From an optimization exercise on the open Yosys and OpenROAD flow, aimed at small area; shortcuts taken in it are not production practice. Only simulation tests tie the RTL to the original design; equivalence was not proved. No activity file was given, so power comes from the tool's default toggle rates.

Design wrapper, start of the top module:
module wrapper(
  input sck,
  input ws,
  input rst,
  input start,
  input S_AXIS_tready,
  input [7:0]sd,
  output   [7:0] flag_mux_to_adc_debug,
  output   [7:0] flag_adc_to_mux_debug,
  output [127:0] S_AXIS_tdata,
  output         S_AXIS_tvalid,
  output         S_AXIS_tlast,
  output [255:0] data_debug
);
Settings: LEC_CHECK=0, CAP_MARGIN=20, CORE_MARGIN=2, CORE_UTILIZATION=40, SLEW_MARGIN=20; clock period 5.0 ns.
standard.sh (not shown) runs the stock make flow with config.mk's settings and CLKGATE_MAP_FILE= SYNTH_SCRIPT=/design/flow/synth_recipe.tcl, a recipe that flattens the netlist after the stock synthesis.
==> flow/flow/run.sh <==
#!/bin/bash
# The standard layout (standard.sh) with these changes:
#  - synthesis maps logic with an area-oriented ABC script (flow/synth.tcl);
#    flip-flops are mapped exactly as in the standard synthesis
#  - every port gets the smallest buffer, buf_1
#  - clock tree synthesis: larger sink clusters, clkbuf_4/clkbuf_8, no
#    dummy loads
#  - constant outputs share one tie cell (no tie fanout repair)
# Each tool's output goes to a log of its own in this folder.
set -euo pipefail
here=$(pwd)
export FLOW_ABC_SCRIPT=$here/flow/abc_area.script
export BUFFER_PORTS_ARGS="-buffer_cell sky130_fd_sc_hd__buf_1"
export CTS_ARGS="-sink_clustering_enable -repair_clock_nets -dont_use_dummy_load -sink_clustering_size 20 -sink_clustering_max_diameter 60 -buf_list {sky130_fd_sc_hd__clkbuf_4 sky130_fd_sc_hd__clkbuf_8}"
export SKIP_REPAIR_TIE_FANOUT=1
sed "s#SYNTH_SCRIPT=[^ ]*#SYNTH_SCRIPT=$here/flow/synth.tcl#" standard.sh > flow_standard.sh
grep -q "SYNTH_SCRIPT=$here/flow/synth.tcl" flow_standard.sh
bash flow_standard.sh > standard.log 2>&1
==> flow/flow/abc_area.script <==
strash
dch -f
amap -m -F 4 -A 8
topo
strash
dch -f
amap -m -F 4 -A 8
topo
==> flow/flow/synth.tcl <==
# The standard flow's synthesis script (synth_recipe.tcl) with one change: ABC maps the
# logic with an area-oriented script (flow/abc_area.script) instead of
# ORFS's speed script. Flip-flops are mapped before ABC runs, so the
# registers, their names and cell types are those of the standard synthesis.
proc synth {args} { yosys synth -nofsm -noshare {*}$args }
proc abc {args} {
  set i [lsearch -exact $args -script]
  if { $i >= 0 } {
    lset args [expr {$i + 1}] $::env(FLOW_ABC_SCRIPT)
  }
  yosys abc {*}$args
}
source $::env(SCRIPTS_DIR)/synth.tcl
# left out here: clear keep_hierarchy, flatten, clean up, hide names made inside functions, write 1_2_yosys.v
The starting point finished with timing, DRC and antenna clean.
Rerun with:
--- a/flow/flow/run.sh
+++ b/flow/flow/run.sh
@@ -12,5 +12,5 @@
 export FLOW_ABC_SCRIPT=$here/flow/abc_area.script
 export BUFFER_PORTS_ARGS="-buffer_cell sky130_fd_sc_hd__buf_1"
-export CTS_ARGS="-sink_clustering_enable -repair_clock_nets -dont_use_dummy_load -sink_clustering_size 20 -sink_clustering_max_diameter 60 -buf_list {sky130_fd_sc_hd__clkbuf_4 sky130_fd_sc_hd__clkbuf_8}"
+export CTS_ARGS="-sink_clustering_enable -repair_clock_nets -dont_use_dummy_load -sink_clustering_size 20 -sink_clustering_max_diameter 40 -buf_list {sky130_fd_sc_hd__clkbuf_4 sky130_fd_sc_hd__clkbuf_8}"
 export SKIP_REPAIR_TIE_FANOUT=1
 sed "s#SYNTH_SCRIPT=[^ ]*#SYNTH_SCRIPT=$here/flow/synth.tcl#" standard.sh > flow_standard.sh
- CORE_UTILIZATION: 40 -> 65
- PLACE_DENSITY: not set -> 0.75
Total power went up by 0.71%.
Routed wire length went down by 7.8%.
Worst setup slack got worse by 0.16 ns.
Final cell count went down by 12%.
Die area went down by 38%.
Rerun with:
--- a/flow/flow/run.sh
+++ b/flow/flow/run.sh
@@ -12,5 +12,5 @@
 export FLOW_ABC_SCRIPT=$here/flow/abc_area.script
 export BUFFER_PORTS_ARGS="-buffer_cell sky130_fd_sc_hd__buf_1"
-export CTS_ARGS="-sink_clustering_enable -repair_clock_nets -dont_use_dummy_load -sink_clustering_size 20 -sink_clustering_max_diameter 40 -buf_list {sky130_fd_sc_hd__clkbuf_4 sky130_fd_sc_hd__clkbuf_8}"
+export CTS_ARGS="-sink_clustering_enable -repair_clock_nets -dont_use_dummy_load -sink_clustering_size 16 -sink_clustering_max_diameter 50 -buf_list {sky130_fd_sc_hd__clkbuf_8}"
 export SKIP_REPAIR_TIE_FANOUT=1
 sed "s#SYNTH_SCRIPT=[^ ]*#SYNTH_SCRIPT=$here/flow/synth.tcl#" standard.sh > flow_standard.sh
- CORE_UTILIZATION: 65 -> 40
- PLACE_DENSITY: 0.75 -> not set
Setup slack gets better by 0.13 ns. Wire length increases by roughly a tenth. Total power increases slightly. Sequential share of layout area decreases by 1.2 points. Clock power increases by a few percent. Hold slack gets better by 0.024 ns. Count of clock-buffer cells in the layout is unchanged. Global-route usage decreases by 9.0 points. Via count decreases slightly. Clock skew decreases by 0.0086 ns.
Rerun with:
--- a/flow/flow/run.sh
+++ b/flow/flow/run.sh
@@ -12,5 +12,5 @@
 export FLOW_ABC_SCRIPT=$here/flow/abc_area.script
 export BUFFER_PORTS_ARGS="-buffer_cell sky130_fd_sc_hd__buf_1"
-export CTS_ARGS="-sink_clustering_enable -repair_clock_nets -dont_use_dummy_load -sink_clustering_size 16 -sink_clustering_max_diameter 50 -buf_list {sky130_fd_sc_hd__clkbuf_8}"
+export CTS_ARGS="-sink_clustering_enable -repair_clock_nets -dont_use_dummy_load -sink_clustering_size 24 -sink_clustering_max_diameter 50 -buf_list {sky130_fd_sc_hd__clkbuf_8 sky130_fd_sc_hd__clkbuf_16}"
 export SKIP_REPAIR_TIE_FANOUT=1
 sed "s#SYNTH_SCRIPT=[^ ]*#SYNTH_SCRIPT=$here/flow/synth.tcl#" standard.sh > flow_standard.sh
- CORE_UTILIZATION: 40 -> 55
- PLACE_DENSITY: not set -> 0.7
After rerunning:
- final cell count falls by 9.5%
- global-route usage rises by 5.6 points
- power rises by 4.1%
- utilization rises by 17 points
- via count stays flat

==> separate check: timing with driven ports <==
The flow's constraints put no driver on any port. The routed layouts listed below were extracted and timed again, unchanged, in two steps. Step 1 assumes that a clkbuf_16 drives the clock port and a buf_2 every other input. Step 2 also shifts input and output timing later by t, the mid clock arrival at the registers, as if the neighbouring blocks saw the same clock. a / b / c = ideal ports / drivers / drivers and shift; a / b = the first two.
run	shift t [ns]	slack for setup (ns)	clock arrival spread, ns
the first run	0.621	1.906 / 1.860 / 1.885	0.095 / 0.095
the second run	0.603	1.744 / 1.699 / 1.725	0.063 / 0.063
the third run	0.645	1.870 / 1.825 / 1.879	0.062 / 0.061
the fourth run	0.551	1.688 / 1.639 / 1.918	0.043 / 0.044
After both steps every run listed still meets setup and hold. The setup slack of the first run, which loses most, moves by -0.046 ns with the drivers and by -0.021 ns with both steps.
